Source: an optimization exercise on an open RTL-to-GDS flow (aim: small area and a short achievable clock period). Production flows keep margins and buffers that such runs may drop. Function was checked by simulation only, so behaviour that the tests miss may differ from the original.

## flow/design.v (module list and top-level ports; edited modules follow where they fit)
// module fir_fa: 10 lines
// module fir_dec: 10 lines
// module fir_filter: 1193 lines
module fir_filter (
    input wire clk,
    input wire rst,
    input wire valid_in,
    input wire load,
    input wire [63:0] coeff_in,
    input wire [15:0] signal_in,
    output reg valid_out,
    output reg [31:0] signal_out
);
  // ...
==> flow/flow/run.sh <==
#!/bin/bash
# Own layout flow: the standard layout (standard.sh), with smaller port
# buffers and stronger drivers on the registers that feed the partial products.
set -euo pipefail
here=$(pwd)
export FIX_FANOUT=6
export FIX_MARGIN=2.3
bash standard.sh finish \
  "BUFFER_PORTS_ARGS=-buffer_cell sky130_fd_sc_hd__buf_2" \
  "POST_RESIZE_TCL=$here/flow/post_resize.tcl" \
  "SETUP_SLACK_MARGIN=2.3" "SETUP_MOVE_SEQUENCE=sizeup,swap" \
  > "$here/standard.log" 2>&1
==> flow/flow/post_resize.tcl <==
# Give the registers that drive the partial products (16 or more loads each)
# a stronger output: a larger flip-flop where the library has one, else a buffer.
set nfix 0
foreach inst [get_cells *] {
  set ref [get_property $inst ref_name]
  if {![string match "sky130_fd_sc_hd__*df*" $ref]} { continue }
  set q [get_pins -quiet [get_full_name $inst]/Q]
  if {[llength $q] == 0} { continue }
  set net [get_nets -of_objects $q]
  set loads [get_pins -of_objects $net -filter "direction==input"]
  if {[llength $loads] < $::env(FIX_FANOUT)} { continue }
  if {$ref eq "sky130_fd_sc_hd__dfrtp_1"} {
    replace_cell $inst sky130_fd_sc_hd__dfrtp_4
  } elseif {$ref eq "sky130_fd_sc_hd__dfxtp_1"} {
    replace_cell $inst sky130_fd_sc_hd__dfxtp_4
  } else {
    insert_buffer -buffer_cell sky130_fd_sc_hd__buf_4 -net [get_full_name $net]
  }
  incr nfix
}
puts "post_resize: strengthened $nfix register outputs"
if {[info exists ::env(FIX_MARGIN)]} {
  estimate_parasitics -placement
  repair_timing -setup -setup_margin $::env(FIX_MARGIN) -sequence "sizeup,swap" -skip_buffering -match_cell_footprint -verbose
}
==> flow/standard.sh <==
#!/bin/bash
# synth_recipe.tcl (not shown) runs the flow's synth.tcl, then flattens the netlist and writes it again
# the make line also repeats each setting of config.mk as NAME=value (left out here)
make -C /OpenROAD-flow-scripts/flow DESIGN_CONFIG=/design/flow/config.mk WORK_HOME=/design/flow/orfs CLKGATE_MAP_FILE= SYNTH_SCRIPT=/design/flow/synth_recipe.tcl "${@:-finish}"
==> flow/config.mk <==
export PLATFORM = sky130hd
export DESIGN_NAME = fir_filter
export DESIGN_NICKNAME = fir_filter
export VERILOG_FILES = /design/flow/design.v
export SDC_FILE = /design/flow/constraint.sdc
export NUM_CORES = 4
export LEC_CHECK = 0
export CAP_MARGIN = 20
export CORE_MARGIN = 2
export CORE_UTILIZATION = 40
export SLEW_MARGIN = 20
export SYNTH_HIERARCHICAL = 1
==> flow/constraint.sdc <==
create_clock -name core_clock -period 6.5 [get_ports {clk}]
set_input_delay 1.3000 -clock core_clock [delete_from_list [all_inputs] [get_ports {clk}]]
set_output_delay 1.3000 -clock core_clock [all_outputs]
set_load 0.01 [all_outputs]
==> results.ini, run 1 <==
[status]
status = no timing/DRC/antenna violations

[finish]
n_all_buffers = 279
drive_gt1_share_pct = 19.8
final_cell_mix = fa_1 (514), a222oi_1 (480), edfxtp_1 (246)
largestRegisters = mid: 114 flops, signal_out: 32 flops, t0: 18 flops
dominant-cell-class = multi-input combinational cells

[synthesis]
avgSynthCellArea_um2 = 12.7
synth_most_common_cell = fa_1
synth_fa_ha_area_share_pct = 35.9
synth-xor-area-share_pct = 1.75
synth_top_family_by_area = adder cells
ys_seq_area_share_pct = 29.3
synth_warnings = 7
synth-edff-count = 246

[die]
boundaryPins = 117
die-area_um2 = 85000
die_y_um = 292
die_w_um = 292

[sta]
skew_ns = 0.0404
hold_ws_ns = 0.478
timing.fmax_ghz = 0.237
rsz0062_at_grt = yes
hold_viol = 0

[worst_setup_path]
critPathSlowestCell = a222oi_1
endpoint = mid[30]
startpoint = x0[1]
worstSetupEndpointType = flop
cpLargestDelayFamily = adder cells
crit_type = reg -> reg

[routing]
drt-met1-wl_um = 50400
dr.max_layer_used = met4

[clock_network]
cts-root-to-sink-buffers = 3

[place]
portBuffers = 116

[global_route]
antenna_found_initial = 1

==> inputs of run 2 (changes only) <==
--- a/flow/flow/run.sh
+++ b/flow/flow/run.sh
@@ -1,6 +1,13 @@
 #!/bin/bash
-# Own layout flow: the standard layout (standard.sh), with smaller port
-# buffers and stronger drivers on the registers that feed the partial products.
+# Own layout flow: the standard layout (standard.sh), with three changes:
+# - the ports get sky130_fd_sc_hd__buf_2 buffers (the standard flow picks a
+#   slow delay cell for them);
+# - after placement resizing (post_resize.tcl), the registers that drive the
+#   partial products get a larger flip-flop or a buffer, and cells on paths
+#   with less than FIX_MARGIN ns of slack are sized up;
+# - the timing repairs after clock-tree synthesis and global routing only
+#   size cells and swap pins, aiming at 2.3 ns of slack.
+# make's output goes to standard.log; each tool's log is under orfs/logs.
 set -euo pipefail
 here=$(pwd)
 export FIX_FANOUT=6
--- a/flow/flow/post_resize.tcl
+++ b/flow/flow/post_resize.tcl
@@ -1,4 +1,5 @@
-# Give the registers that drive the partial products (16 or more loads each)
+# Give the registers that drive many loads (FIX_FANOUT or more: those that feed
+# the partial products)
 # a stronger output: a larger flip-flop where the library has one, else a buffer.
 set nfix 0
 foreach inst [get_cells *] {
==> run 2 against run 1 <==
  * Clock skew is the same
  * Sequential share of layout area unchanged
  * Die area unchanged
  * Global-route usage stayed put
  * Sequential cell count unchanged
  * Area after synthesis is the same
  * Via count stayed put
  * Critical path type unchanged
  * Still clean
  * Largest cell class unchanged
==> results.ini, run 2 <==
[worst_setup_path]
rr_worst_depth = 7
slowest_delay_ns = 0.81
required_ns = 6.81
cpLargestDelayFamily = adder cells
cp.depth = 7
path_max_fanout = 16
critPathArrivalTime_ns = 4.52
critPathBufInv = 0
crit_type = reg -> reg
critPathSlowestCell = a222oi_1
startpoint = x0[1]
cp_common_cell = fa_1
worstSetupEndpointType = flop
crit_path_start_kind = flop
cp_cell_sequence = and2b_4 > a222oi_1 > fa_1 > fa_1 > fa_1 > fa_1 > fa_1
r2r-start = x0[1]

[routing]
drt-initial-drc-count = 7539
avgRoutedWirePerCell_um = 36.9
dr.pass1.iters = 17
totalWireLength_um = 138000
drc_errors = 0
via_per_inst = 7.23
ant_nets = 0
vias = 27100

[finish]
diodes = 0
final_cells = 3749
largestRegisters = mid: 114 flops, signal_out: 32 flops, t0: 18 flops
nNetsFinal = 3361
syn2layout_area_growth_pct = 11.0
top_register = mid
drive_gt1_share_pct = 19.8  ; unchanged
largest_reg_flops = 114
mostFrequentLayoutCell = fa_1
final_cell_mix = fa_1 (514), a222oi_1 (480), edfxtp_1 (246)

[global_route]
grt_use_total_pct = 32.3
grt_overflow = 0
grt_pass1_wl_um = 200000
grt_max_degree = 79
antenna_found_initial = 1  ; unchanged
grt_pass1_vias = 27500

[synthesis]
postSynthCellCount = 2598
synth_top_area_cell = fa_1
async_flop_share_pct = 19.4
ys_ff_latch = 345
synth-edff-count = 246  ; unchanged
synth_top_area_share_pct = 32.2
synth_most_common_cell = fa_1
yosys-top-cells-count = fa_1 (532), a222oi_1 (480), edfxtp_1 (246)
syn-cell-area_um2 = 33100
synth_cell_types = 72
synth_warnings = 7  ; unchanged
synthFlopType = edfxtp_1
ys_top_cells_by_area = fa_1 (32%), edfxtp_1 (22%), a222oi_1 (15%), dfrtp_1 (5.1%), ha_1 (3.7%)
avgSynthCellArea_um2 = 12.7  ; unchanged
ys_seq_area_share_pct = 29.3  ; unchanged

[sta]
fin_crit_sh_pct = 64.8
worst_slew_pin_slew_ns = 1.13
slew_viol_final = 0
final-setup-viol-count = 0
skew_ns = 0.0404  ; unchanged
period_needed_ns = 4.21
tns_ns = 0
setup_ws_ns = 2.29
timing.fmax_ghz = 0.237  ; unchanged
rsz0062_at_grt = yes
hold_viol = 0  ; unchanged
slew-limit-headroom_pct = 24.2

[clock_network]
cts-root-to-sink-buffers = 3  ; unchanged
cts-buffers-inserted = 40
path_clk_slew_ns = 0.06
htree_levels = 2
worstSkewPairLatency_ns = 0.61
cts_tree = yes
root_buffer = clkbuf_16
cts_hold_buf = 0
clock-sinks = 345

[die]
die-area_um2 = 85000  ; unchanged
design.core.area_um2 = 82000
rows = 105
die_w_um = 292  ; unchanged
boundaryPins = 117  ; unchanged
die_y_um = 292  ; unchanged
initial_utilization_pct = 40.3

[hold_path]
holdCritPathClass = reg -> reg
worstHoldStart = loaded
holdPathStages = 1

[place]
placed_cells = 3675
dp_hpwl_um = 107000
portBuffers = 116  ; unchanged
gp_congestion = 1.06
dp_slack_ns = 2.25

[status]
status = no timing/DRC/antenna violations

[flow_run]
maxCapViolCount = 0

run 2: cell counts in the layout (fill, tap and decap cells not counted):
No cell type changed its count.
run 2: area by class of cell:
class | count | area (um^2)
fillers | 7446 | 45300
multi-input cells | 1948 | 22400
flip-flops and latches | 345 | 9720
repair buffers | 279 | 1820
well taps | 1070 | 1340
clock buffers | 50 | 1070
clock inverters | 24 | 231
inverters | 33 | 124
run 2: metal layers:
metal	GRT usage [%]	wire, um	up-vias
met5	0.397	0	-
met3	7.81	16800	490
met2	48.8	59500	2357
li1	-	-	10500
met4	20.5	11600	0
met1	41.6	50400	13700
run 2: worst paths after layout:
kind                               to  slack [ns]
setup / recovery              mid[30]        2.29
hold / removal                 loaded        0.48
setup reg to reg              mid[30]        2.29
hold reg to reg                loaded        0.48
max in group asynchronous      x1[15]        4.64
min in group asynchronous  loaded_mid        0.70
run 2: Yosys stat by module, one instance, submodules excluded:
module      cells inside  flops+latches  area (um^2)
fir_fa                 1              0         20.0
fir_filter          1975            345        21800
fir_dec                3              0         22.5
run 2: per-stage QoR:
| stage | hold slack [ns] | util [%] | instance area [um^2] |
|---|---|---|---|
| 2_1_floorplan | 0.440 | - | 33100 |
| 4_1_cts | 0.477 | 44.7 | 36600 |
| 5_1_grt | 0.489 | 44.8 | 36700 |
| 3_5_place_dp | 0.465 | 43.1 | 35300 |
| 3_3_place_gp | 0.454 | 41.8 | 34200 |
| 6_report | 0.478 | 44.8 | 36700 |
run 2: logic make-up after synthesis:
family | Yosys count | share of synthesized area, %
flip-flops | 345 | 29.3
adder cells (fa/ha/maj) | 630 | 35.9
AND/OR/NAND/NOR | 359 | 6.01
XOR/XNOR | 66 | 1.75
other | 1 | 0.0113
buffers and inverters | 322 | 3.68
AO/OA/AOI/OAI | 801 | 20.8
multiplexers | 74 | 2.48
run 2: repair_timing:
| item | 4_1_cts | 5_1_grt |
|---|---|---|
| setup buffers | 0 | 0 |
| pin swaps | 10 | 38 |
| setup endpoints to repair | 8 | 34 |
| resized for setup | 9 | 42 |

==> what the ideal ports hide <==
Ports are ideal in the flow. The routed layouts listed here were re-timed in OpenROAD.
Step 1 (the two cells are an assumption about what drives the block):
set clk [get_ports {clk}]
set_driving_cell -lib_cell sky130_fd_sc_hd__clkbuf_16 $clk
set_driving_cell -lib_cell sky130_fd_sc_hd__buf_2 [delete_from_list [all_inputs] $clk]
Step 2 adds t to the input delays and takes it off the output delays; t is the mean of the earliest and latest rising clock arrival at the registers after step 1. Input paths then give back, and output paths get back, about the clock's delay inside the block.
Slacks: no drivers / after step 1 / after step 2; pairs: no drivers / after step 1.
run | t, ns | slack for setup (ns) | worst hold slack (ns)
run 1 | 0.655 | 2.288 / 2.288 / 2.288 | 0.478 / 0.478 / 0.478
run 2 | 0.655 | 2.288 / 2.288 / 2.288 | 0.478 / 0.478 / 0.478
After both steps every run listed still meets setup and hold.
